Context: an optimization exercise on an open-source flow, tuned for small area and a short achievable clock period. The choices shown serve that exercise and are no tape-out recipe. Power figures rest on the tool's default switching activity, not on a simulated workload.

Design FP16_add, start of the top module:
module FP16_add #(
    parameter C0 = 0,    
    parameter C1 = 1,    
    parameter C2 = 0,    
    parameter C3 = 0,    
    parameter C4 = 1,    
    parameter C5 = 0     
)(
    input wire [15:0]data1,
    input wire [15:0]data2,
    input wire clk,
    input wire rst,
    input wire input_valid,
    output reg [15:0]data_o,
    output reg output_update
    );
Size in the first run: roughly 710 cells after synthesis, ~59 flip-flops, ~52 I/O pins.
==> module FP16_add, before the edit <==
module FP16_add #(
    parameter C0 = 0,    
    parameter C1 = 1,    
    parameter C2 = 0,    
    parameter C3 = 0,    
    parameter C4 = 1,    
    parameter C5 = 0     
)(
    input wire [15:0]data1,
    input wire [15:0]data2,
    input wire clk,
    input wire rst,
    input wire input_valid,
    output reg [15:0]data_o,
    output reg output_update
    );
    localparam NS = C0 + C1 + C2 + C3 + C4 + C5;
    reg [NS-1:0] vld;
    always @(posedge clk or posedge rst) begin
        if (rst) vld <= {NS{1'b0}};
        else     vld <= {vld[NS-2:0], input_valid};
    end
    always @(*) output_update = vld[NS-1];
    wire [15:0] a, b;
    generate if (C0) begin : g0
        reg [15:0] ra, rb;
        always @(posedge clk) begin ra <= data1; rb <= data2; end
        assign a = ra; assign b = rb;
    end else begin : n0
        assign a = data1; assign b = data2;
    end endgenerate
    wire ovf_0 = (&a) | (&b);
    wire gt = a[14:0] > b[14:0];
    wire [4:0] ea = a[14:10], eb = b[14:10];
    wire eq0 = ~(|ea) & ~(|eb);
    wire [4:0] dab = ea - eb, dba = eb - ea;
    wire [4:0] d_0 = gt ? dab : dba;
    wire [4:0] eh_0 = gt ? ea : eb;
    wire [9:0] fh_0 = gt ? a[9:0] : b[9:0];
    wire [9:0] fl_0 = gt ? b[9:0] : a[9:0];
    wire sh_0 = gt ? a[15] : b[15];
    wire sub_0 = a[15] ^ b[15];
    wire lh_0 = (gt ? |eb : |ea) | eq0;    
    wire zall_0 = eq0 & ~gt;
    wire [1:0] kill_0 = {ovf_0, zall_0};
    wire [4:0] d_1, eh_1; wire [9:0] fh_1, fl_1; wire sh_1, sub_1, lh_1; wire [1:0] kill_1;
    generate if (C1) begin : g1
        reg [4:0] r_d, r_eh; reg [9:0] r_fh, r_fl; reg r_sh, r_sub, r_lh; reg [1:0] r_kill;
        always @(posedge clk) begin
            r_d <= d_0; r_eh <= eh_0; r_fh <= fh_0; r_fl <= fl_0;
            r_sh <= sh_0; r_sub <= sub_0; r_lh <= lh_0; r_kill <= kill_0;
        end
        assign d_1 = r_d; assign eh_1 = r_eh; assign fh_1 = r_fh; assign fl_1 = r_fl;
        assign sh_1 = r_sh; assign sub_1 = r_sub; assign lh_1 = r_lh; assign kill_1 = r_kill;
    end else begin : n1
        assign d_1 = d_0; assign eh_1 = eh_0; assign fh_1 = fh_0; assign fl_1 = fl_0;
        assign sh_1 = sh_0; assign sub_1 = sub_0; assign lh_1 = lh_0; assign kill_1 = kill_0;
    end endgenerate
    wire [22:0] low23 = {2'b01, fl_1, 11'd0} >> d_1;
    wire big = (d_1 > 5'd12) | ~lh_1;
    wire [12:0] al_1 = big ? 13'd0 : low23[21:9];
    wire st_1 = big ? 1'b0 : |low23[8:0];
    wire [12:0] al_2; wire st_2; wire [4:0] eh_2; wire [9:0] fh_2; wire sh_2, sub_2; wire [1:0] kill_2;
    generate if (C2) begin : g2
        reg [12:0] r_al; reg r_st; reg [4:0] r_eh; reg [9:0] r_fh; reg r_sh, r_sub; reg [1:0] r_kill;
        always @(posedge clk) begin
            r_al <= al_1; r_st <= st_1; r_eh <= eh_1; r_fh <= fh_1;
            r_sh <= sh_1; r_sub <= sub_1; r_kill <= kill_1;
        end
        assign al_2 = r_al; assign st_2 = r_st; assign eh_2 = r_eh; assign fh_2 = r_fh;
        assign sh_2 = r_sh; assign sub_2 = r_sub; assign kill_2 = r_kill;
    end else begin : n2
        assign al_2 = al_1; assign st_2 = st_1; assign eh_2 = eh_1; assign fh_2 = fh_1;
        assign sh_2 = sh_1; assign sub_2 = sub_1; assign kill_2 = kill_1;
    end endgenerate
    wire [14:0] hf = {2'b01, fh_2, 3'd0};
    wire [14:0] lf = {1'b0, al_2, st_2};
    wire [14:0] s_2 = sub_2 ? hf - lf : hf + lf;
    wire [14:0] s_3; wire [4:0] eh_3; wire sh_3; wire [1:0] kill_3;
    generate if (C3) begin : g3
        reg [14:0] r_s; reg [4:0] r_eh; reg r_sh; reg [1:0] r_kill;
        always @(posedge clk) begin
            r_s <= s_2; r_eh <= eh_2; r_sh <= sh_2; r_kill <= kill_2;
        end
        assign s_3 = r_s; assign eh_3 = r_eh; assign sh_3 = r_sh; assign kill_3 = r_kill;
    end else begin : n3
        assign s_3 = s_2; assign eh_3 = eh_2; assign sh_3 = sh_2; assign kill_3 = kill_2;
    end endgenerate
    reg [3:0] lz;
    integer i;
    always @(*) begin
        lz = 4'd12;
        for (i = 3; i <= 14; i = i + 1)
            if (s_3[i]) lz = 14 - i;
    end
    wire zero_3 = ~(|s_3[14:3]);
    wire [14:0] n_3 = s_3 << lz;
    wire [10:0] m_3 = n_3[14:4];
    wire rnd_3 = n_3[3] & (n_3[4] | (|n_3[2:0]));
    wire [6:0] e_3 = {2'b00, eh_3} + 7'd1 - {3'd0, lz};
    wire [1:0] kill3 = {kill_3[1], kill_3[0] | zero_3};
    wire [10:0] m_4; wire rnd_4; wire [6:0] e_4; wire sh_4; wire [1:0] kill_4;
    generate if (C4) begin : g4
        reg [10:0] r_m; reg r_rnd; reg [6:0] r_e; reg r_sh; reg [1:0] r_kill;
        always @(posedge clk) begin
            r_m <= m_3; r_rnd <= rnd_3; r_e <= e_3; r_sh <= sh_3; r_kill <= kill3;
        end
        assign m_4 = r_m; assign rnd_4 = r_rnd; assign e_4 = r_e; assign sh_4 = r_sh; assign kill_4 = r_kill;
    end else begin : n4
        assign m_4 = m_3; assign rnd_4 = rnd_3; assign e_4 = e_3; assign sh_4 = sh_3; assign kill_4 = kill3;
    end endgenerate
    wire [11:0] mr = {1'b0, m_4} + {11'd0, rnd_4};
    wire [6:0] ef = e_4 + {6'd0, mr[11]};
    wire [15:0] res = kill_4[1] ? 16'hffff :
                      kill_4[0] ? 16'h0000 :
                      (ef[6:5] == 2'b01) ? 16'hffff :
                      ef[6] ? 16'h0000 : {sh_4, ef[4:0], mr[9:0]};
    generate if (C5) begin : g5
        reg [15:0] r_o;
        always @(posedge clk) r_o <= res;
        always @(*) data_o = r_o;
    end else begin : n5
        always @(*) data_o = res;
    end endgenerate
endmodule
export LEC_CHECK = 0
export CAP_MARGIN = 20
export CORE_MARGIN = 2
export CORE_UTILIZATION = 40
export PLACE_DENSITY = 0.6
export SLEW_MARGIN = 20
create_clock -name core_clock -period 4.0 [get_ports {clk}]
run.sh (not shown) runs the stock make flow with config.mk's settings and CLKGATE_MAP_FILE= SYNTH_SCRIPT=/design/flow/synth_recipe.tcl, a recipe that flattens the netlist after the stock synthesis.
The first run ran to the end with violations: setup timing.
Then changed:
--- a/flow/design.v
+++ b/flow/design.v
@@ -2,9 +2,9 @@
     parameter C0 = 0,    
     parameter C1 = 1,    
     parameter C2 = 0,    
-    parameter C3 = 0,    
-    parameter C4 = 1,    
-    parameter C5 = 0     
+    parameter C3 = 1,    
+    parameter C4 = 0,    
+    parameter C5 = 1     
 )(
     input wire [15:0]data1,
     input wire [15:0]data2,
Result:
- The new run ran to the end with violations: setup timing
- cell area shrinks by about a fifth
- hold slack hardly moves
- synthesized cell count goes down slightly
- critical path depth went down by 4
- sequential power is higher by a quarter to a third
- area after synthesis drops by a few percent
- power went up slightly
- non-clock buffer count is lower by 140
- routed wire length fell by about a fifth
- cell count decreases by roughly a tenth
- setup slack gains 660 ps
- sequential share of layout area rises by 7.2 points
- register-to-register slack gets better by 660 ps
No functional check of the RTL was part of any run of this note.

static timing again, ports no longer ideal:
The flow's constraints put no driver on any port. The routed layouts listed below were extracted and timed again, unchanged, in two steps. Step 1 (the two cells are an assumption about what drives the block):
set clk [get_ports {clk}]
set_driving_cell -lib_cell sky130_fd_sc_hd__clkbuf_16 $clk
set_driving_cell -lib_cell sky130_fd_sc_hd__buf_2 [delete_from_list [all_inputs] $clk]
Step 2, shift: input delay + t, output delay - t, t = (earliest + latest rising clock arrival at the registers) / 2. This alone moves slack from input paths to output paths. Slacks: ideal / step 1 / step 2; pairs: ideal / step 1.
run | t, ns | setup slack, ns | worst setup path at the end | slew at the worst register clock pin (ns) | pins driven straight from the clock port
the first run | 0.357 | -0.850 / -0.850 / -0.850 | register to register | 0.06 / 0.06 | 1
the second run | 0.387 | -0.185 / -0.185 / -0.185 | register to register | 0.07 / 0.07 | 1
